Context: an optimization exercise on an open-source flow, tuned for small area and a short achievable clock period. The choices shown serve that exercise and are no tape-out recipe.
Only simulation tests tie the RTL to the original design; equivalence was not proved.
Power figures rest on the tool's default switching activity, not on a simulated workload.

**constraint.sdc**
```tcl
create_clock -name core_clock -period 6.0 [get_ports {clock}]
set_input_delay 1.2000 -clock core_clock [delete_from_list [all_inputs] [get_ports {clock}]]
set_output_delay 1.2000 -clock core_clock [all_outputs]
set_load 0.01 [all_outputs]
```
**config.mk**
```make
export PLATFORM = sky130hd
export DESIGN_NAME = PCPU
export DESIGN_NICKNAME = PCPU
export VERILOG_FILES = /design/flow/design.v
export SDC_FILE = /design/flow/constraint.sdc
export NUM_CORES = 4
export LEC_CHECK = 0
export CAP_MARGIN = 20
export CORE_MARGIN = 2
export CORE_UTILIZATION = 40
export SLEW_MARGIN = 20
```
**design.v**
```verilog
module ALU (
	input wire [15:0] ex_ir,
	input wire [15:0] reg_A,
	input wire [15:0] reg_B,
	input wire cfin,
	input wire [15:0] ALUi,
	output reg cfout,
	output reg [15:0] ALUo
    );
always @ (*)      
    case(ex_ir[15:11])
        5'b00010   : {cfout, ALUo} <= reg_A + reg_B;
        5'b00011  : {cfout, ALUo} <= reg_A + reg_B;
        5'b01000    : {cfout, ALUo} <= reg_A + reg_B;
        5'b01001   : {cfout, ALUo} <= reg_A + reg_B;
        5'b00100   : {cfout, ALUo} <= {cfin, reg_B};
        5'b10001   : {cfout, ALUo} <= reg_A + reg_B + cfin;
        5'b10010    : {cfout, ALUo} <= reg_A - reg_B;
        5'b10011   : {cfout, ALUo} <= reg_A - reg_B;
        5'b10100   : {cfout, ALUo} <= reg_A - reg_B - cfin;
        5'b01100    : {cfout, ALUo} <= reg_A - reg_B;
        5'b01101    : {cfout, ALUo} <= reg_A & reg_B;
        5'b01110     : {cfout, ALUo} <= reg_A | reg_B;
        5'b01111    : {cfout, ALUo} <= reg_A ^ reg_B;
        5'b00100    : {cfout, ALUo} <= reg_A << reg_B[3:0];
        5'b00101    : {cfout, ALUo} <= reg_A >> reg_B[3:0];
        5'b00110    : {cfout, ALUo} <= $signed(reg_A) <<< reg_B[3:0];
        5'b00111    : {cfout, ALUo} <= $signed(reg_A) >>> reg_B[3:0];
        5'b11010     : {cfout, ALUo} <= reg_A + reg_B;
        5'b11011    : {cfout, ALUo} <= reg_A + reg_B;
        5'b11100     : {cfout, ALUo} <= reg_A + reg_B;
        5'b11101    : {cfout, ALUo} <= reg_A + reg_B;
        5'b11110     : {cfout, ALUo} <= reg_A + reg_B;
        5'b11111    : {cfout, ALUo} <= reg_A + reg_B;
        default : {cfout, ALUo} <= {cfin, ALUi};
     endcase
endmodule
module JP (
	input wire [15:0] mem_ir,
	input wire zf,
	input wire sf,
	input wire cf,
	output wire jump
    );
assign jump = (
				   ((mem_ir[15:11] == 5'b11010 ) && (zf == 1'b1))
				|| ((mem_ir[15:11] == 5'b11011) && (zf == 1'b0))
				|| ((mem_ir[15:11] == 5'b11100 ) && (sf == 1'b1))
				|| ((mem_ir[15:11] == 5'b11101) && (sf == 1'b0))
				|| ((mem_ir[15:11] == 5'b11110)  && (cf == 1'b1))
				|| ((mem_ir[15:11] == 5'b11111) && (cf == 1'b0))
			  );
endmodule
module CPU_Control (
	input wire clock,
	input wire reset,
	input wire [15:0] wb_ir,
	output reg state
	);
reg next_state;
always @ (posedge clock or negedge reset) begin
	if (!reset)
		state <= 1'b1;
	else
		state <= next_state;
end
always @ (*) begin
	if((wb_ir[15:11] == 5'b00001))
		next_state<=1'b0;
	else
		next_state<=state;
end
endmodule
module IF (
	input wire clock,
	input wire reset,
	input wire state,
	input wire [15:0] reg_C,
	input wire jump,
	input wire [15:0] mem_ir,
	input wire [15:0] i_datain,
	output reg [15:0] id_ir,
	output wire [7:0] i_addr
    );
reg [7:0] pc;
assign i_addr = pc;
always @ (posedge clock or negedge reset) begin
	if (!reset) begin
		id_ir <= 16'b0000_0000_0000_0000;
		pc <= 8'b0000_0000;
	end
	else if (state == 1'b1) begin
		if (jump) begin
			id_ir <= 16'b0000_0000_0000_0000;
			pc <= reg_C[7:0];
		end
		else if (id_ir[15:11] == 5'b11000) begin
			id_ir <= 16'b0000_0000_0000_0000;
			pc <= id_ir[7:0];
		end
		else if (  
			     (id_ir[15:11] == 5'b00010) &&
			     	(   (( (i_datain[15:11] == 5'b00100) || (i_datain[15:11] == 5'b00111) 
			     		|| (i_datain[15:11] == 5'b00101) || (i_datain[15:11] == 5'b00110)
	            		) && (id_ir[10:8] == i_datain[6:4]))
			     	|| 
	                    ((
	                    	(i_datain[15:11] == 5'b01000) || (i_datain[15:11] == 5'b10001)
	                    ||	(i_datain[15:11] == 5'b10010) || (i_datain[15:11] == 5'b10100)
	                    ||	(i_datain[15:11] == 5'b01100) || (i_datain[15:11] == 5'b01101)
	                    ||	(i_datain[15:11] == 5'b01110)  || (i_datain[15:11] == 5'b01111)
	                    ) && ((id_ir[10:8] == i_datain[6:4]) || (id_ir[10:8] == i_datain[2:0])))
	                ||
	                	((i_datain[15:11] == 5'b01001) || (i_datain[15:11] == 5'b10011)
						|| i_datain[15:11] == 5'b00100 || (i_datain[15:11] == 5'b00100)) 
	                	&& (id_ir[10:8] == i_datain[10:8])
	                ) 
			    ) begin
			id_ir <= 16'b0000_0000_0000_0000;
			pc <= pc;
		end
		else begin 
			pc <= pc + 1'b1;
			id_ir <= i_datain;
		end 
	end
end
endmodule
module ID (
    input wire clock,
    input wire reset,
    input wire state,
    input wire [15:0] id_ir,
    input wire [15:0] mem_ir,
    input wire [15:0] wb_ir,
    input wire [15:0] ALUo,
    input wire [15:0] reg_C,
    input wire [15:0] reg_C1,
    input wire [15:0] d_datain,
    input wire [15:0] gr0,
    input wire [15:0] gr1,
    input wire [15:0] gr2,
    input wire [15:0] gr3,
    input wire [15:0] gr4,
    input wire [15:0] gr5,
    input wire [15:0] gr6,
    input wire [15:0] gr7,
    input wire jump,
    output reg [15:0] ex_ir,
    output reg [15:0] reg_A,
    output reg [15:0] reg_B,
    output reg [15:0] smdr
    );
wire [15:0] gr [7:0];
assign gr[0] = gr0;
assign gr[1] = gr1;
assign gr[2] = gr2;
assign gr[3] = gr3;
assign gr[4] = gr4;
assign gr[5] = gr5;
assign gr[6] = gr6;
assign gr[7] = gr7;
always @ (posedge clock or negedge reset) begin
    if(!reset) begin
        ex_ir <= 16'b0000_0000_0000_0000;
        reg_A <= 16'b0000_0000_0000_0000;
        reg_B <= 16'b0000_0000_0000_0000;
        smdr  <= 16'b0000_0000_0000_0000;
    end
    else if (state == 1'b1) begin
        if (id_ir[15:11] == 5'b11000 || jump) 
            ex_ir <= 16'b0000_0000_0000_0000;
        else begin
            ex_ir <= id_ir;
            if (  
                   (id_ir[15:11] == 5'b11010) || (id_ir[15:11] == 5'b11011)
                || (id_ir[15:11] == 5'b11100) || (id_ir[15:11] == 5'b11101)
                || (id_ir[15:11] == 5'b11110) || (id_ir[15:11] == 5'b11111)
                || (id_ir[15:11] == 5'b01001)|| (id_ir[15:11] == 5'b10011)
                ||  (id_ir[15:11] == 5'b00100)
               ) begin
                    if ( 
                        (
                             (ex_ir[15:11] == 5'b00111) || (ex_ir[15:11] == 5'b00100)
                        ||  (ex_ir[15:11] == 5'b01000)  || (ex_ir[15:11] == 5'b01001)
                        ||  (ex_ir[15:11] == 5'b10001) || (ex_ir[15:11] == 5'b10010)
                        ||  (ex_ir[15:11] == 5'b10011) || (ex_ir[15:11] == 5'b10100)
                        ||  (ex_ir[15:11] == 5'b01101)  || (ex_ir[15:11] == 5'b01110)
                        ||  (ex_ir[15:11] == 5'b01111)  || (ex_ir[15:11] == 5'b00100)
                        ||  (ex_ir[15:11] == 5'b00101)  || (ex_ir[15:11] == 5'b00110)
                        ) && (id_ir[10:8] == ex_ir[10:8])
                       )
                        reg_A <= ALUo;
                    else if (
                        (
                            (mem_ir[15:11] == 5'b00111)  || (mem_ir[15:11] == 5'b00100)
                        ||  (mem_ir[15:11] == 5'b01000)  || (mem_ir[15:11] == 5'b01001)
                        ||  (mem_ir[15:11] == 5'b10001) || (mem_ir[15:11] == 5'b10010)
                        ||  (mem_ir[15:11] == 5'b10011) || (mem_ir[15:11] == 5'b10100)
                        ||  (mem_ir[15:11] == 5'b01101)  || (mem_ir[15:11] == 5'b01110)
                        ||  (mem_ir[15:11] == 5'b01111)  || (mem_ir[15:11] == 5'b00100)
                        ||  (mem_ir[15:11] == 5'b00101)  || (mem_ir[15:11] == 5'b00110) 
                        ) && (id_ir[10:8] == mem_ir[10:8])
                       )
                        reg_A <= reg_C;
                    else if ((mem_ir[15:11] == 5'b00010) && (id_ir[10:8] == mem_ir[10:8]))  
                        reg_A <= d_datain;
                    else if (
                        (
                            (wb_ir[15:11] == 5'b00111)  || (wb_ir[15:11] == 5'b00100)
                        ||  (wb_ir[15:11] == 5'b01000)  || (wb_ir[15:11] == 5'b01001)
                        ||  (wb_ir[15:11] == 5'b10001) || (wb_ir[15:11] == 5'b10010)
                        ||  (wb_ir[15:11] == 5'b10011) || (wb_ir[15:11] == 5'b10100)
                        ||  (wb_ir[15:11] == 5'b01101)  || (wb_ir[15:11] == 5'b01110)
                        ||  (wb_ir[15:11] == 5'b01111)  || (wb_ir[15:11] == 5'b00100)
                        ||  (wb_ir[15:11] == 5'b00101)  || (wb_ir[15:11] == 5'b00110)
                        ||  (wb_ir[15:11] == 5'b00010)
                        ) && (id_ir[10:8] == wb_ir[10:8])
                       )
                        reg_A <= reg_C1;
                    else
                        reg_A <= gr[id_ir[10:8]];
                end
            else if (
                        (id_ir[15:11] == 5'b00010)|| (id_ir[15:11] == 5'b00011)
                     || (id_ir[15:11] == 5'b01000) || (id_ir[15:11] == 5'b10001)
                     || (id_ir[15:11] == 5'b10010) || (id_ir[15:11] == 5'b10100)
                     || (id_ir[15:11] == 5'b01100) || (id_ir[15:11] == 5'b01101)
                     || (id_ir[15:11] == 5'b01110)  || (id_ir[15:11] == 5'b01111)
                     || (id_ir[15:11] == 5'b00100) || (id_ir[15:11] == 5'b00101)
                     || (id_ir[15:11] == 5'b00110) || (id_ir[15:11] == 5'b00111)
                    ) begin
                    if ( 
                        (
                            (ex_ir[15:11] == 5'b00111)  || (ex_ir[15:11] == 5'b00100)
                        ||  (ex_ir[15:11] == 5'b01000)  || (ex_ir[15:11] == 5'b01001)
                        ||  (ex_ir[15:11] == 5'b10001) || (ex_ir[15:11] == 5'b10010)
                        ||  (ex_ir[15:11] == 5'b10011) || (ex_ir[15:11] == 5'b10100)
                        ||  (ex_ir[15:11] == 5'b01101)  || (ex_ir[15:11] == 5'b01110)
                        ||  (ex_ir[15:11] == 5'b01111)  || (ex_ir[15:11] == 5'b00100)
                        ||  (ex_ir[15:11] == 5'b00101)  || (ex_ir[15:11] == 5'b00110)
                        ) && (id_ir[6:4] == ex_ir[10:8])
                       )
                        reg_A <= ALUo;
                    else if (
                        (
                            (mem_ir[15:11] == 5'b00111)  || (mem_ir[15:11] == 5'b00100)
                        ||  (mem_ir[15:11] == 5'b01000)  || (mem_ir[15:11] == 5'b01001)
                        ||  (mem_ir[15:11] == 5'b10001) || (mem_ir[15:11] == 5'b10010)
                        ||  (mem_ir[15:11] == 5'b10011) || (mem_ir[15:11] == 5'b10100)
                        ||  (mem_ir[15:11] == 5'b01101)  || (mem_ir[15:11] == 5'b01110)
                        ||  (mem_ir[15:11] == 5'b01111)  || (mem_ir[15:11] == 5'b00100)
                        ||  (mem_ir[15:11] == 5'b00101)  || (mem_ir[15:11] == 5'b00110)
                        ) && (id_ir[6:4] == mem_ir[10:8])
                       )
                        reg_A <= reg_C;
                    else if ((mem_ir[15:11] == 5'b00010) && (id_ir[6:4] == mem_ir[10:8]))  
                        reg_A <= d_datain;
                    else if (
                        (
                            (wb_ir[15:11] == 5'b00111)  || (wb_ir[15:11] == 5'b00100)
                        ||  (wb_ir[15:11] == 5'b01000)  || (wb_ir[15:11] == 5'b01001)
                        ||  (wb_ir[15:11] == 5'b10001) || (wb_ir[15:11] == 5'b10010)
                        ||  (wb_ir[15:11] == 5'b10011) || (wb_ir[15:11] == 5'b10100)
                        ||  (wb_ir[15:11] == 5'b01101)  || (wb_ir[15:11] == 5'b01110)
                        ||  (wb_ir[15:11] == 5'b01111)  || (wb_ir[15:11] == 5'b00100)
                        ||  (wb_ir[15:11] == 5'b00101)  || (wb_ir[15:11] == 5'b00110)
                        ||  (wb_ir[15:11] == 5'b00010)
                        ) && (id_ir[6:4] == wb_ir[10:8])
                       )
                        reg_A <= reg_C1;
                    else
                        reg_A <= gr[id_ir[6:4]];
                    end
            if (  
                    (id_ir[15:11] == 5'b00010) || (id_ir[15:11] == 5'b00100)
                 || (id_ir[15:11] == 5'b00101)  || (id_ir[15:11] == 5'b00110)
                 || (id_ir[15:11] == 5'b00111)  || (id_ir[15:11] == 5'b00011)
               )
                reg_B <= {12'b0000_0000_0000, id_ir[3:0]};
            else if (
                       (id_ir[15:11] == 5'b11010) || (id_ir[15:11] == 5'b11011)
                    || (id_ir[15:11] == 5'b11100) || (id_ir[15:11] == 5'b11101)
                    || (id_ir[15:11] == 5'b11110) || (id_ir[15:11] == 5'b11111)
                    || (id_ir[15:11] == 5'b01001) || (id_ir[15:11] == 5'b10011)
                    || (id_ir[15:11] == 5'b00100)
                    )
                reg_B <= {8'b0000_0000, id_ir[7:0]};
            else if (
                        (id_ir[15:11] == 5'b01000) || (id_ir[15:11] == 5'b10001)
                     || (id_ir[15:11] == 5'b10010) || (id_ir[15:11] == 5'b10100)
                     || (id_ir[15:11] == 5'b01100) || (id_ir[15:11] == 5'b01101)
                     || (id_ir[15:11] == 5'b01110)  || (id_ir[15:11] == 5'b01111)
                    ) begin
                        if (
                            (
                                (ex_ir[15:11] == 5'b00111)  || (ex_ir[15:11] == 5'b00100)
                            ||  (ex_ir[15:11] == 5'b01000)  || (ex_ir[15:11] == 5'b01001)
                            ||  (ex_ir[15:11] == 5'b10001) || (ex_ir[15:11] == 5'b10010)
                            ||  (ex_ir[15:11] == 5'b10011) || (ex_ir[15:11] == 5'b10100)
                            ||  (ex_ir[15:11] == 5'b01101)  || (ex_ir[15:11] == 5'b01110)
                            ||  (ex_ir[15:11] == 5'b01111)  || (ex_ir[15:11] == 5'b00100)
                            ||  (ex_ir[15:11] == 5'b00101)  || (ex_ir[15:11] == 5'b00110)
                            ) && (id_ir[2:0] == ex_ir[10:8])
                           )
                            reg_B <= ALUo;
                        else if (
                            (
                                (mem_ir[15:11] == 5'b00111)  || (mem_ir[15:11] == 5'b00100)
                            ||  (mem_ir[15:11] == 5'b01000)  || (mem_ir[15:11] == 5'b01001)
                            ||  (mem_ir[15:11] == 5'b10001) || (mem_ir[15:11] == 5'b10010)
                            ||  (mem_ir[15:11] == 5'b10011) || (mem_ir[15:11] == 5'b10100)
                            ||  (mem_ir[15:11] == 5'b01101)  || (mem_ir[15:11] == 5'b01110)
                            ||  (mem_ir[15:11] == 5'b01111)  || (mem_ir[15:11] == 5'b00100)
                            ||  (mem_ir[15:11] == 5'b00101)  || (mem_ir[15:11] == 5'b00110)
                            ) && (id_ir[2:0] == mem_ir[10:8])
                           )
                            reg_B <= reg_C;
                        else if ((mem_ir[15:11] == 5'b00010) && (id_ir[2:0] == mem_ir[10:8]))  
                            reg_B <= d_datain;
                        else if (
                            (
                                (wb_ir[15:11] == 5'b00111)  || (wb_ir[15:11] == 5'b00100)
                            ||  (wb_ir[15:11] == 5'b01000)  || (wb_ir[15:11] == 5'b01001)
                            ||  (wb_ir[15:11] == 5'b10001) || (wb_ir[15:11] == 5'b10010)
                            ||  (wb_ir[15:11] == 5'b10011) || (wb_ir[15:11] == 5'b10100)
                            ||  (wb_ir[15:11] == 5'b01101)  || (wb_ir[15:11] == 5'b01110)
                            ||  (wb_ir[15:11] == 5'b01111)  || (wb_ir[15:11] == 5'b00100)
                            ||  (wb_ir[15:11] == 5'b00101)  || (wb_ir[15:11] == 5'b00110)
                            ||  (wb_ir[15:11] == 5'b00010)
                            ) && (id_ir[2:0] == wb_ir[10:8])
                           )
                            reg_B <= reg_C1;
                        else 
                            reg_B <= gr[id_ir[2:0]];
                    end
            if (id_ir[15:11] == 5'b00011) begin
                if (
                    (
                        (ex_ir[15:11] == 5'b00111)  || (ex_ir[15:11] == 5'b00100)
                    ||  (ex_ir[15:11] == 5'b01000)  || (ex_ir[15:11] == 5'b01001)
                    ||  (ex_ir[15:11] == 5'b10001) || (ex_ir[15:11] == 5'b10010)
                    ||  (ex_ir[15:11] == 5'b10011) || (ex_ir[15:11] == 5'b10100)
                    ||  (ex_ir[15:11] == 5'b01101)  || (ex_ir[15:11] == 5'b01110)
                    ||  (ex_ir[15:11] == 5'b01111)  || (ex_ir[15:11] == 5'b00100)
                    ||  (ex_ir[15:11] == 5'b00101)  || (ex_ir[15:11] == 5'b00110)
                    ) && (id_ir[10:8] == ex_ir[10:8])
                   )
                    smdr <= ALUo;
                else if (
                    (
                        (mem_ir[15:11] == 5'b00111)  ||(mem_ir[15:11] == 5'b00100)
                    ||  (mem_ir[15:11] == 5'b01000)  || (mem_ir[15:11] == 5'b01001)
                    ||  (mem_ir[15:11] == 5'b10001) || (mem_ir[15:11] == 5'b10010)
                    ||  (mem_ir[15:11] == 5'b10011) || (mem_ir[15:11] == 5'b10100)
                    ||  (mem_ir[15:11] == 5'b01101)  || (mem_ir[15:11] == 5'b01110)
                    ||  (mem_ir[15:11] == 5'b01111)  || (mem_ir[15:11] == 5'b00100)
                    ||  (mem_ir[15:11] == 5'b00101)  || (mem_ir[15:11] == 5'b00110)
                    ) && (id_ir[10:8] == mem_ir[10:8])
                   )
                    smdr <= reg_C;
                else if ((mem_ir[15:11] == 5'b00010) && (id_ir[10:8] == mem_ir[10:8]))  
                    smdr <= d_datain;
                else if (
                    (
                        (wb_ir[15:11] == 5'b00111)  || (wb_ir[15:11] == 5'b00100)
                    ||  (wb_ir[15:11] == 5'b01000)  || (wb_ir[15:11] == 5'b01001)
                    ||  (wb_ir[15:11] == 5'b10001) || (wb_ir[15:11] == 5'b10010)
                    ||  (wb_ir[15:11] == 5'b10011) || (wb_ir[15:11] == 5'b10100)
                    ||  (wb_ir[15:11] == 5'b01101)  || (wb_ir[15:11] == 5'b01110)
                    ||  (wb_ir[15:11] == 5'b01111)  || (wb_ir[15:11] == 5'b00100)
                    ||  (wb_ir[15:11] == 5'b00101)  || (wb_ir[15:11] == 5'b00110)
                    ||  (wb_ir[15:11] == 5'b00010)
                    ) && (id_ir[10:8] == wb_ir[10:8])
                   )
                    smdr <= reg_C1;
                else
                    smdr <= gr[id_ir[10:8]];
            end
        end
    end
end
endmodule
module EX (
	input wire clock,
	input wire reset,
	input wire state,
	input wire [15:0] ex_ir,
	input wire [15:0] reg_B,
	input wire [15:0] reg_A,
	input wire [15:0] smdr,
	input wire jump,
	output wire [15:0] ALUo,
	output reg [15:0] mem_ir,
	output reg zf,
	output reg sf,
	output reg cf,
	output reg [15:0] reg_C,
	output reg dw,
	output reg [15:0] smdr1
	);
wire [15:0] ALUi;
wire cfin, cfout;
ALU ALU (
	.ex_ir(ex_ir), .reg_A(reg_A), .reg_B(reg_B),
	.cfin(cfin), .cfout(cfout),
	.ALUo(ALUo), .ALUi(ALUi)
		);
assign cfin = cf;
assign ALUi = reg_C;
always @ (posedge clock or negedge reset) begin
	if(!reset) begin
		mem_ir <= 16'b0000_0000_0000_0000;
		smdr1  <= 16'b0000_0000_0000_0000;
		reg_C  <= 16'b0000_0000_0000_0000;
		dw     <= 1'b0;
		zf     <= 1'b0;
		sf     <= 1'b0;
		cf     <= 1'b0;
	end
	else if (state == 1'b1) begin
		if (jump)
			mem_ir <= 16'b0000_0000_0000_0000;
		else begin
			mem_ir <= ex_ir;
			reg_C <= ALUo;
			if (
				(ex_ir[15:11] == 5'b01000)  
			 || (ex_ir[15:11] == 5'b01001) || (ex_ir[15:11] == 5'b10001)
			 || (ex_ir[15:11] == 5'b10010)  || (ex_ir[15:11] == 5'b10011)
			 || (ex_ir[15:11] == 5'b10100) || (ex_ir[15:11] == 5'b01100)
			   ) begin
				if (ALUo == 16'b0000_0000_0000_0000)
					zf <= 1'b1;
				else
					zf <= 1'b0;
				if (ALUo[15] == 1'b1)
					sf <= 1'b1;
				else
					sf <= 1'b0;
				cf <= cfout;
			end
			if (ex_ir[15:11] == 5'b00011) begin
				dw    <= 1'b1;
				smdr1 <= smdr;
			end
			else begin
				dw <= 1'b0;
				smdr1 <= 16'b0000_0000_0000_0000;
			end
		end
	end	
end
endmodule
module MEM (
    input wire clock,
    input wire reset,
    input wire state,
    input wire [15:0] mem_ir,
    input wire [15:0] reg_C,
    input wire dw,
    input wire hit,
    input wire [15:0] d_datain,
    input wire [15:0] smdr1,
    output reg [15:0] wb_ir,
    output reg [15:0] reg_C1,
    output wire [15:0] d_dataout,
    output wire [15:0] d_addr,
    output wire d_we
    );
assign d_addr = reg_C;
assign d_dataout = smdr1;
assign d_we = dw;
always @ (posedge clock or negedge reset) begin
    if(!reset) begin
        wb_ir     <= 16'b0000_0000_0000_0000;
        reg_C1    <= 16'b0000_0000_0000_0000;
    end
    else if (state == 1'b1) begin
        wb_ir <= mem_ir;
        if (mem_ir[15:11] == 5'b00010) begin
            reg_C1 <= d_datain;
        end else
            reg_C1 <= reg_C;
    end
end
endmodule
module WB (
	input wire clock,
	input wire reset,
	input wire state,
	input wire [15:0] wb_ir,
	input wire [15:0] reg_C1,
	output reg [15:0] gr0,
	output reg [15:0] gr1,
	output reg [15:0] gr2,
	output reg [15:0] gr3,
	output reg [15:0] gr4,
	output reg [15:0] gr5,
	output reg [15:0] gr6,
	output reg [15:0] gr7
    );
always @ (posedge clock or negedge reset) begin 
	if(!reset) begin
		gr7 <= 16'b0000_0000_0000_0000;
		gr6 <= 16'b0000_0000_0000_0000;
		gr5 <= 16'b0000_0000_0000_0000;
		gr4 <= 16'b0000_0000_0000_0000;
		gr3 <= 16'b0000_0000_0000_0000;
		gr2 <= 16'b0000_0000_0000_0000;
		gr1 <= 16'b0000_0000_0000_0000;
		gr0 <= 16'b0000_0000_0000_0000;
	end
	else if (state == 1'b1) begin
		if (
			(wb_ir[15:11] == 5'b00010) || (wb_ir[15:11] == 5'b00100)
		 || (wb_ir[15:11] == 5'b01000)  || (wb_ir[15:11] == 5'b01001)
		 || (wb_ir[15:11] == 5'b10001) || (wb_ir[15:11] == 5'b10010)
		 || (wb_ir[15:11] == 5'b10011) || (wb_ir[15:11] == 5'b10100)
		 || (wb_ir[15:11] == 5'b01101)  || (wb_ir[15:11] == 5'b01110)
		 || (wb_ir[15:11] == 5'b01111)  || (wb_ir[15:11] == 5'b00100)
		 || (wb_ir[15:11] == 5'b00101)  || (wb_ir[15:11] == 5'b00110)
		 || (wb_ir[15:11] == 5'b00111)
		   )
			case(wb_ir[10:8])
				3'b000 : gr0 <= reg_C1;
				3'b001 : gr1 <= reg_C1;
				3'b010 : gr2 <= reg_C1;
				3'b011 : gr3 <= reg_C1;
				3'b100 : gr4 <= reg_C1;
				3'b101 : gr5 <= reg_C1;
				3'b110 : gr6 <= reg_C1;
				3'b111 : gr7 <= reg_C1;
			endcase
	end
end
endmodule
module PCPU (
	input wire clock,
	input wire [15:0] d_datain,
	input wire enable,
	input wire [15:0] i_datain,
	input wire reset,
	input wire start,
	output wire [15:0] d_addr,
	output wire [15:0] d_dataout,
	output wire d_we,
	output wire [7:0] i_addr,
	output wire [15:0] regi0,
	output wire [15:0] regi1,
	output wire [15:0] regi2,
	output wire [15:0] regi3,
	output wire [15:0] regi4,
	output wire [15:0] regi5,
	output wire [15:0] regi6,
	output wire [15:0] regi7,
	output wire [2:0] wb_addr
);
wire state;
wire [15:0] reg_A;
wire [15:0] reg_B;
wire [15:0] reg_C;
wire [15:0] reg_C1;
wire [15:0] smdr;
wire [15:0] smdr1;
wire dw;
wire zf, sf, cf;
wire jump;
wire [15:0] ex_ir;
wire [15:0] mem_ir;
wire [15:0] wb_ir;
wire [15:0] id_ir;
wire [15:0] ALUo;
assign wb_addr=wb_ir[10:8];
reg [15:0] gr [7:0];
wire [15:0] gr0;
wire [15:0] gr1;
wire [15:0] gr2;
wire [15:0] gr3;
wire [15:0] gr4;
wire [15:0] gr5;
wire [15:0] gr6;
wire [15:0] gr7;
always @ (*) begin
	gr[0] <= gr0;
	gr[1] <= gr1;
	gr[2] <= gr2;
	gr[3] <= gr3;
	gr[4] <= gr4;
	gr[5] <= gr5;
	gr[6] <= gr6;
	gr[7] <= gr7;
end
assign regi0 = gr[0];
assign regi1 = gr[1];
assign regi2 = gr[2];
assign regi3 = gr[3];
assign regi4 = gr[4];
assign regi5 = gr[5];
assign regi6 = gr[6];
assign regi7 = gr[7];
CPU_Control co (
	.clock(clock), .reset(reset), .state(state),
	.wb_ir(wb_ir)
	);
IF IF (
	.clock(clock), .reset(reset), .state(state),
	.reg_C(reg_C), .jump(jump),
	.mem_ir(mem_ir), .i_addr(i_addr), .i_datain(i_datain),
	.id_ir(id_ir)
	  );
ID ID (
	.clock(clock), .reset(reset), .state(state),
	.id_ir(id_ir), .ex_ir(ex_ir), .mem_ir(mem_ir), .wb_ir(wb_ir),
	.ALUo(ALUo), .reg_C(reg_C), .reg_C1(reg_C1), .d_datain(d_datain),
	.reg_A(reg_A), .reg_B(reg_B), .smdr(smdr), .jump(jump),
	.gr0(gr[0]), .gr1(gr[1]), .gr2(gr[2]), .gr3(gr[3]),
	.gr4(gr[4]), .gr5(gr[5]), .gr6(gr[6]), .gr7(gr[7])
	  );
EX EX (
	.clock(clock), .reset(reset), .state(state),
	.ex_ir(ex_ir), .mem_ir(mem_ir), .jump(jump),
	.ALUo(ALUo),
	.reg_A(reg_A), .reg_B(reg_B),
	.smdr(smdr), .smdr1(smdr1),
	.zf(zf), .sf(sf), .cf(cf),
	.reg_C(reg_C), .dw(dw)
	  );
MEM MEM (
	.clock(clock), .reset(reset), .state(state),
	.d_dataout(d_dataout), .d_addr(d_addr), .d_we(d_we),
	.reg_C(reg_C), .dw(dw), .smdr1(smdr1), .mem_ir(mem_ir),
	.wb_ir(wb_ir), .reg_C1(reg_C1),
	.d_datain(d_datain)
	    );
WB WB (
	.clock(clock), .reset(reset), .state(state),
	.wb_ir(wb_ir), .reg_C1(reg_C1),
	.gr0(gr0), .gr1(gr1), .gr2(gr2), .gr3(gr3),
	.gr4(gr4), .gr5(gr5), .gr6(gr6), .gr7(gr7)
	  );
JP JP (
	.mem_ir(mem_ir), .zf(zf), .sf(sf), .cf(cf),
	.jump(jump)
	  );
endmodule
```
**run.sh**
```bash
#!/bin/bash
# synth_recipe.tcl (not shown) runs the flow's synth.tcl, then flattens the netlist and writes it again
# the make line also repeats each setting of config.mk as NAME=value (left out here)
make -C /OpenROAD-flow-scripts/flow DESIGN_CONFIG=/design/flow/config.mk WORK_HOME=/design/flow/orfs CLKGATE_MAP_FILE= SYNTH_SCRIPT=/design/flow/synth_recipe.tcl finish
```
==> summary.txt <==
The worst setup path is launched from a flip-flop. The number of antenna violations at the first check in global routing is 4. The first-pass GRT wire length came out at around 140 mm. At the worst endpoint, the required time is 6.45 ns.

The placeable core area is 55200 um^2. The post-layout total power is 3.78 mW. The startpoint identified for the worst register-to-register timing path is ID.reg_A[4].

The initial cell density of the core came out at 40.6%. The CTS tree is built. After clock tree synthesis, the repair step resized 0 gates. Counting flops with an async set or reset pin after synthesis yields a share of 100%.

The routed via count divided by cell count came out at between 6 and 7. The worst register-to-register path ends at ID.reg_A[15]. The leakage power total is approximately 11 nW. The post-layout minimum cycle time came out at 4.82 ns. 208 I/O pins were placed. The period utilization is 80.3%.

Port buffering added 205 buffers. In the layout the commonest cells are 313 x sky130_fd_sc_hd__nand2_1, 270 x sky130_fd_sc_hd__dfrtp_1, 231 x sky130_fd_sc_hd__nor2_1. Setup repair after global routing left no endpoint under its margin. The critical path depth is 13.

The mean instance size in the synthesized netlist is 8.48 um^2. The clock sink count came out at 277. The number of remaining DRC errors came out at 0. The number of failing hold endpoints at the final stage came out at 0. The chip height is 241 um. The maximum number of pins on one net before global-route repair is 105. The number of buffers inserted by hold repair at cts is 0.

The data arrival time of the worst path is 5.27 ns. The total iterations of the first detailed-routing run came out at 6. The worst-path maximum fanout is 15.

The buffers inserted during post-CTS setup optimization came out at 0. The H-tree depth reported by CTS is 1. The clock latency on the worst-skew pair is 0.59 ns. The synthesized cell area is 22400 um^2. The total vias in the final route is 22200. The layout overhead on the synthesized area is 16.2%. The delay of the slowest cell on the worst path came out at 0.75 ns. The total die area is between 50000 and 60000 um^2.

The slowest stage of the critical path is the sky130_fd_sc_hd__dfrtp_1 cell. The clock-pin transition on the worst setup and hold timing paths is about 0.070 ns. The fmax came out at 208 MHz.

Summed over all nets, the half-perimeter wirelength after detailed placement is approximately 69 mm. The routability-driven placement congestion ratio is 0.997. The overall routed net length is roughly 93 mm. The average routed wire per standard cell is 26.7 um. In this run the worst hold path is classified as reg2reg.

The maximum resistive drop on vdd is 0.283 mV. The area occupied by multi-input gates is 14200 um^2. The setup path with the least slack is of type reg2reg. The portion of the post-synthesis area used by sequential elements came out at 31.0%. The number of maximum-capacitance constraint violations came out at 0. The via count of the first global-routing pass was 21500.

The number of instances in the synthesized netlist is 2640. In this run the tightest slew margin relative to its limit is between 20% and 30%. The ratio of total power to cell area is 145 nW/um^2.

STA classifies the critical path endpoint as a flip-flop. For this block, the initial DRC count from the detailed router was 2605. The library cell used most frequently in the layout, excluding fill and tap cells, is sky130_fd_sc_hd__nand2_1.

Walking the worst path, the cells encountered are inv_1 > ha_1 > a21o_1 > a41o_1 > o21ai_0 > or2_2 > nor3_2 > nand3_1 > o31a_1 > o21ai_1 > o211a_4 > o21ai_1 > a221o_1. The number of rows in the core area came out at 86. For this run the aggregate overflow at the end of global routing stands at 0. The most repeated library cell on the critical path is sky130_fd_sc_hd__o21ai_1. TritonCTS created 28 clock buffers. The cell sitting at the root of the clock tree is a sky130_fd_sc_hd__clkbuf_16. The number of max-slew violations in the final report came out at 0. The final setup skew came out at 0.0301 ns. The most critical setup path has its startpoint at ID.reg_A[4].

The flip-flop and latch count after synthesis is 277. The count of nets left with antenna violations after detail routing came out at 0. The critical path ends at ID.reg_A[15]. The accumulated negative setup slack came out at 0 ns. The run finished with no timing, DRC or antenna violations. During synthesis, Yosys emitted a total of 10 warnings. The fraction of layout instances using a drive strength above 1 came out at 13.5%.

The final-stage net count is 2817. The most common flop cell mapped by yosys is sky130_fd_sc_hd__dfrtp_1. Broken down by cell family, the worst path's largest delay share belongs to compound AO/OA/AOI/OAI gates. The hold slack came out at 0.483 ns. The depth of the most critical reg-to-reg path is 13.

The antenna diode count came out at 0. The total setup violations reported at the end of the flow is 0. For this run, the total global-route usage over all layers was measured as 31.7%.

The layout has 5322 filler cells. The number of enable-type register cells in the synthesized netlist came out at 0. For the pin with the worst max-slew slack, the measured transition is 1.11 ns. The net count after synthesis is 2732. The buffer depth of the longest clock path came out at 3.

The width of the die is approximately 240 um. Summing all flip-flop and latch instances after layout gives 6940 um^2. The number of unique standard cell types used by synthesis came out at just over 90.

Together, buffers and inverters on the worst path number 1. The setup check on the worst reg-to-reg path leaves a slack of between 1 and 1.5 ns.
worst min path at each step:
| stage | slack, ns | endpoint | cells after the start | startpoint |
|---|---|---|---|---|
| 2_1_floorplan | 0.45 | EX.sf | 2 | EX.sf |
| 3_5_place_dp | 0.47 | EX.dw | 1 | EX.dw |
| 4_1_cts | 0.49 | ID.smdr[2] | 2 | ID.smdr[2] |
| 5_1_grt | 0.50 | EX.dw | 1 | EX.dw |
| 6_report | 0.48 | EX.dw | 1 | EX.dw |
| 3_3_place_gp | 0.46 | EX.dw | 1 | EX.dw |
routing by layer:
layer | share of wire, % | vias up | track usage [%]
li1 | - | 9907 | -
met1 | 41 | 10800 | 42.2
met2 | 45 | 1200 | 50.3
met3 | 8.0 | 248 | 4.54
met4 | 5.8 | 8 | 16.3
met5 | 0.055 | - | 0
worst reg2reg max path, cell delays in order (launching register included):
cell and delay [ns]:
sky130_fd_sc_hd__dfrtp_1 0.75, sky130_fd_sc_hd__inv_1 0.24, sky130_fd_sc_hd__ha_1 0.65, sky130_fd_sc_hd__a21o_1 0.28, sky130_fd_sc_hd__a41o_1 0.32, sky130_fd_sc_hd__o21ai_0 0.23
sky130_fd_sc_hd__or2_2 0.36, sky130_fd_sc_hd__nor3_2 0.42, sky130_fd_sc_hd__nand3_1 0.18, sky130_fd_sc_hd__o31a_1 0.32, sky130_fd_sc_hd__o21ai_1 0.24, sky130_fd_sc_hd__o211a_4 0.28
sky130_fd_sc_hd__o21ai_1 0.10, sky130_fd_sc_hd__a221o_1 0.34
metrics by stage:
stage | setup slack, ns | utilization (%) | area [um^2] | std cells
after floorplan | 2.14 | - | 22400 | 2640
after global placement | 1.37 | 45.4 | 25100 | 3443
after detailed placement | 1.31 | 45.4 | 25100 | 3443
after CTS | 1.29 | 47.1 | 26000 | 3495
after global routing | 0.844 | 47.1 | 26000 | 3495
final | 1.18 | 47.1 | 26000 | 3495
layout make-up:
type                       instances  share of cell area, %
multi-input combinational       2045                   54.8
clock buffer                      39                   3.01
tap                              748                   3.60
sequential                       277                   26.7
timing repair buffer             276                   10.0
clock inverter                    13                  0.534
inverter                          97                   1.40
where the power goes:
group | leakage (nW) | total, mW | switching [mW] | internal, mW
logic | 6.88 | 0.110 | 0.0738 | 0.0367
registers | 3.49 | 1.87 | 0.00366 | 1.87
clock network | 0.449 | 1.80 | 0.799 | 1.00
total | 10.8 | 3.78 | 0.876 | 2.90
registers in the layout, indices dropped and copies added (netlist names), 8 cells and up:
name and flops:
ID.reg_B 16, MEM.wb_ir 8, WB.gr7 16, IF.id_ir 16, WB.gr5 16, WB.gr3 16
EX.reg_C 16, WB.gr2 16, IF.pc 8, EX.mem_ir 8, WB.gr0 16, ID.ex_ir 8
EX.smdr1 16, WB.gr6 16, WB.gr1 16, MEM.reg_C1 16, WB.gr4 16, ID.reg_A 16
ID.smdr 16
cells in the mapped netlist (11+ instances only):
library cell	instances	share of area, %
sky130_fd_sc_hd__and3_1	18	0.50
sky130_fd_sc_hd__a22o_1	32	1.3
sky130_fd_sc_hd__nand4_1	15	0.42
sky130_fd_sc_hd__nand2_1	313	5.2
sky130_fd_sc_hd__mux2_2	149	7.5
sky130_fd_sc_hd__a22oi_1	26	0.87
sky130_fd_sc_hd__a221oi_1	30	1.2
sky130_fd_sc_hd__mux2i_1	70	3.1
sky130_fd_sc_hd__or3_1	11	0.31
sky130_fd_sc_hd__nand2b_1	18	0.50
sky130_fd_sc_hd__a21oi_1	173	3.9
sky130_fd_sc_hd__o221ai_1	20	0.78
sky130_fd_sc_hd__mux4_2	53	5.3
sky130_fd_sc_hd__nor2_1	231	3.9
sky130_fd_sc_hd__a31oi_1	38	1.1
sky130_fd_sc_hd__dfrtp_1	276	31
sky130_fd_sc_hd__clkbuf_1	160	2.7
sky130_fd_sc_hd__ha_1	54	3.0
sky130_fd_sc_hd__and2_1	12	0.34
sky130_fd_sc_hd__o22ai_1	49	1.4
sky130_fd_sc_hd__xnor2_1	66	2.6
sky130_fd_sc_hd__o21ai_0	210	4.7
sky130_fd_sc_hd__a211oi_1	49	1.6
sky130_fd_sc_hd__nand3_1	59	1.3
sky130_fd_sc_hd__nor3_1	54	1.2
sky130_fd_sc_hd__xor2_1	18	0.70
sky130_fd_sc_hd__buf_2	33	0.74
sky130_fd_sc_hd__o211ai_1	37	1.2
sky130_fd_sc_hd__inv_1	88	1.5
sky130_fd_sc_hd__buf_1	23	0.39
sky130_fd_sc_hd__nor2b_1	23	0.64
sky130_fd_sc_hd__nor4_1	11	0.31
cell families (layout without fill, tap and decap cells):
logic type / count (synthesis) / count (layout) / synth area share (%)
adder cells (fa/ha/maj): 56 / 56 / 3.20
XOR/XNOR: 87 / 87 / 3.50
AND/OR/NAND/NOR: 816 / 816 / 16.6
AO/OA/AOI/OAI: 814 / 814 / 24.1
multiplexers: 272 / 272 / 16.0
flip-flops: 277 / 277 / 31.0
buffers and inverters: 318 / 425 / 5.62

afterwards: timing with drivers on the ports:
The results above use ideal ports. As a check the final layout listed here was re-extracted and re-timed, cells and wires unchanged. Step 1 sets driving cells, clkbuf_16 on the clock port and buf_2 on the other inputs (assumed; they add their load-dependent delay and slew). Step 2, shift: input delay + t, output delay - t, t = (earliest + latest rising clock arrival at the registers) / 2. This alone moves slack from input paths to output paths. Slacks: ideal ports / drivers / drivers and shift; pairs: ideal ports / drivers.
t (ns): 0.631
setup WS [ns]: 1.184 / 1.184 / 1.184
hold slack, ns: 0.483 / 0.483 / 0.483
slew at the worst register clock pin (ns): 0.07 / 0.07
cell pins on the clock port's net: 1
After both steps this run still meets setup and hold. The setup slack of this run moves by 0.000 ns with the drivers and by 0.000 ns with both steps.
